Source: an optimization exercise on an open RTL-to-GDS flow (aim: small area, a short achievable clock period and few clock cycles). Production flows keep margins and buffers that such runs may drop. The RTL was checked by simulation tests, not by an equivalence proof against the original design.

<file path="run.sh">
#!/bin/bash
# synth_recipe.tcl (not shown) runs the flow's synth.tcl, then flattens the netlist and writes it again
# the make line also repeats each setting of config.mk as NAME=value (left out here)
make -C /OpenROAD-flow-scripts/flow DESIGN_CONFIG=/design/flow/config.mk WORK_HOME=/design/flow/orfs CLKGATE_MAP_FILE= SYNTH_SCRIPT=/design/flow/synth_recipe.tcl finish
</file>
<file path="config.mk">
export PLATFORM = sky130hd
export DESIGN_NAME = gun
export DESIGN_NICKNAME = gun
export VERILOG_FILES = /design/flow/design.v
export SDC_FILE = /design/flow/constraint.sdc
export NUM_CORES = 4
export LEC_CHECK = 0
export CAP_MARGIN = 20
export CORE_MARGIN = 2
export CORE_UTILIZATION = 40
export SLEW_MARGIN = 20
</file>
<file path="constraint.sdc">
create_clock -name core_clock -period 4.0 [get_ports {clk_i}]
set_input_delay 0.8000 -clock core_clock [delete_from_list [all_inputs] [get_ports {clk_i}]]
set_output_delay 0.8000 -clock core_clock [all_outputs]
set_load 0.01 [all_outputs]
</file>
<file path="design.v">
module calc (
    input [7:0] a,
    input [7:0] b,
    output [14:0] res
);
wire [15:0] p1 = a * b[6:0];
wire [15:0] sq = a * a[6:0];
wire [15:0] p3 = sq[7:0] * a[6:0];
assign res = p1[14:0] + p3[14:0];
endmodule
module gun(
    input rst_i,
    input clk_i,
    input [15:0] sw_i,
    output busy,
    output [14:0] leds
);
wire [7:0] a = sw_i[15:8];
wire [7:0] b = sw_i[7:0];
reg first;       
reg [14:0] r;    
wire [14:0] f;
calc u_calc(.a(a), .b(b), .res(f));
assign busy = rst_i;
assign leds = first ? f : r;
always @(posedge clk_i) begin
    first <= rst_i;
    r <= leds;
end
endmodule
</file>
==> results by group <==
CTS
  • Clock tree from TritonCTS: yes
  • Source-to-sink clock delay at the later pin of the worst-skew pair: 0.24 ns
  • Max clock buf depth: 2
  • Number of sinks handled by clock tree synthesis: 16
  • Clock-pin transition on the worst setup and hold timing paths: 0.05 ns
  • Clock buffer count from CTS: 3
  • Count of H-tree levels built during CTS: 1
  • Number of buffers inserted by hold repair at cts: 0
  • Root buf cell: sky130_fd_sc_hd__clkbuf_16

Detailed routing
  • Count of unresolved DRC violations after routing: 0
  • Total Wirelength: 11500 um
  • Number of nets with antenna violations after detailed routing: 0
  • Number of design-rule violations left by the first detailed-router iteration: 123
  • Per-cell via count in the routed design: 4.89
  • Routed vias: 3824
  • Mean routed wirelength per cell: 14.7 um
  • Number of optimization iterations in the first detailed-route pass: 5

Timing
  • Total negative slack: -95.26 ns
  • Largest clock skew in the final design: 0.00238 ns
  • Unrepaired setup endpoints after global routing: yes
  • Min Clock Period, post-route: 9.25 ns
  • Number of hold violations in the final report: 0
  • Fraction of the cycle the final worst path needs: 231%
  • Final Worst Setup Slack: -5.25 ns
  • Max frequency: 108 MHz
  • Count of final max-slew check failures: 0
  • Final setup fails: 26

Yosys
  • Seq cells post-synth: 16
  • Post-Synth Adder-Cell Area: 53.6%
  • Net Count, Synth: 684
  • Xor/xnor share of the synthesized area: 3.40%
  • Largest area contributor in the synthesized netlist: sky130_fd_sc_hd__fa_1
  • Synth warnings: 1
  • Proportion of synthesized area in mux cells: 1.70%
  • Async SR Flop Fraction: 0%
  • Number of different library cells in the post-synthesis netlist: 43
  • Top-count cell post-synth: sky130_fd_sc_hd__inv_1
  • Post-Syn Instances: 516
  • Area share of the largest cell type after synthesis: 35.0%
  • Post-synth top flop: sky130_fd_sc_hd__dfxtp_1
  • Part of the Yosys area used for sequential elements: 6.90%
  • Per-instance average area after synthesis: 8.99 um^2
  • Post-Synth Simple-Gate Area: 17.5%
  • Post-synth EDFFs: 0
  • Fraction of the mapped netlist area in compound gates: 7.12%
  • Post-synthesis instance area: 0.00464 mm^2
  • Synth cell count leaders: sky130_fd_sc_hd__inv_1 (103), sky130_fd_sc_hd__fa_1 (81), sky130_fd_sc_hd__ha_1 (69), sky130_fd_sc_hd__and2_1 (57), sky130_fd_sc_hd__nand2_1 (56)
  • Combinational family with the most area after synthesis: adder cells
  • Synth top area cells: sky130_fd_sc_hd__fa_1 (35%), sky130_fd_sc_hd__ha_1 (19%), sky130_fd_sc_hd__inv_1 (8.3%)

Setup path
  • Maximum fanout along the worst path: 4
  • Worst setup slack for register-to-register paths: 2.29 ns
  • Most frequent cell on the critical path: sky130_fd_sc_hd__fa_1
  • Req. time, crit path: 3.20 ns
  • Setup crit end kind: output port
  • WP data arrival: 8.45 ns
  • Startpoint type of the worst setup path: input port
  • Slowest stage cell, crit path: sky130_fd_sc_hd__fa_1
  • Largest stage delay on the critical path: 0.50 ns
  • Startpoint-to-endpoint class of the critical path: in -> out

Die
  • Height of the die: 112 um
  • Initial core utilization: 40.8%
  • Number of placement rows: 39
  • Area enclosed by the die boundary: 0.0125 mm^2
  • Number of top-level pins: 34
  • Die W: 112 um
  • Area of the placeable core: 0.0114 mm^2

Layout
  • Antenna Diode Count: 0
  • Number of nets in the layout: 809
  • Area added between synthesis and finish: 46.8%
  • Fraction of final layout cells with drive strength greater than 1: 36.3%
  • Final cell area excluding filler cells: 0.00681 mm^2

Place
  • HPWL after detailed placement: 9040 um
  • Cell area after placement: 0.00597 mm^2
  • Port Buffer Count: 32
  • Global placer's final weighted congestion: 0.831
  • Worst setup slack after placement: -6.21 ns

Run status
  • Run status: failed layout checks
  • Checks failing in the layout checks: negative setup slack

Flow run
  • # Max-Cap Violations: 0

Global route
  • Largest net degree at the start of global routing: 28
  • Initial antenna violation count: 0
  • Global route total overflow: 0
  • Overall global routing resource usage: 18.9%
  • First-pass GRT wire length: 19700 um
  • Via count of the first global-routing pass: 4206

Worst hold path
  • Worst hold path class: reg -> reg
==> state kept, by name (all words and copies together) (netlist names) <==
name	count
r	15
first	1
==> cells by family after synthesis <==
| logic type | count (synthesis) |
|---|---|
| adders and majority gates | 150 |
| DFF | 16 |
| buffers and inverters | 118 |
| muxes | 7 |
| and+or+nand+nor | 156 |
| xor gates and xnor gates | 18 |
| AOI/OAI and AO/OA | 49 |
| other | 2 |
==> stage by stage <==
| step | instances | utilization [%] | hold slack, ns |
|---|---|---|---|
| after floorplan | 516 | - | 0.467 |
| after global placement | 749 | 52.5 | 0.449 |
| after detailed placement | 749 | 52.5 | 0.445 |
| after CTS | 764 | 57.0 | 0.461 |
| after global routing | 782 | 59.9 | 0.482 |
| final | 782 | 59.9 | 0.458 |
==> layer usage <==
layer	wire length [um]	global-route usage, %
met5	0	0
met4	17	0.823
met3	259	1.74
met2	5940	33.9
met1	5280	26.3
==> placed cells by master (no fill, tap or decap), drive strengths merged, types with 5 or more instances in the layout <==
cell           synthesis  routed
a21oi                 14      14
and2                  57      57
buf                    1     123
clkbuf                14       5
clkdlybuf4s50          0       8
dfxtp                 16      16
fa                    81      81
ha                    69      69
inv                  103     103
mux2                   7       7
nand2                 56      56
nor2                  14      14
nor3                   6       6
nor3b                  5       5
o21a                   6       6
o21ai                  6       6
xnor2                 14      14
==> path summary, 6_finish.rpt <==
kind | start | end | depth (start not counted)
worst max-delay path | sw_i[8] | leds[13] | 29
worst min-delay path | r[8] | r[8] | 2
worst max register to register | first | r[12] | 6
worst min register to register | r[8] | r[8] | 2
==> final cells by class <==
| class | count | area [um^2] |
|---|---|---|
| Multi-Input combinational cell | 382 | 4580 |
| Fill cell | 983 | 4560 |
| Timing Repair Buffer | 135 | 1260 |
| Inverter | 103 | 394 |
| Sequential cell | 16 | 320 |
| Tap cell | 143 | 179 |
| Clock buffer | 3 | 75.1 |
==> critical path: cells and delay by family <==
| kind | cells | cell delay (ns) |
|---|---|---|
| compound gates | 3 | 0.60 |
| simple gates | 5 | 1.16 |
| buf+inv | 9 | 0.50 |
| fa+ha+maj | 12 | 5.37 |
==> what timing repair did <==
item                                    4_1_cts  5_1_grt
setup buffers                                13       19
pin swaps                                    66       30
resized for setup                           182       46
endpoints found under the setup margin       26       25
cloned                                        0        1
Testbench counts, summed over its fixed seeds: cycles 3,200.

[separate check: timing with driven ports]
In the flow no input, the clock included, has a driving cell. The finished layout below was timed again as built, in two steps. Step 1: set_driving_cell puts a clkbuf_16 on clk_i and a buf_2 on each other input, an assumption about the parent block. Step 2 also shifts input and output timing later by t, the mid clock arrival at the registers, as if the neighbouring blocks saw the same clock. Three values: no drivers, after step 1, after step 2; two values: the first two.
t, ns: 0.267
setup WS [ns]: -5.246 / -5.314 / -5.314
worst setup path after step 2: input to output
worst slew at a driven data input, ns: 0.07
The setup slack of this run moves by -0.068 ns with the drivers and by -0.068 ns with both steps.
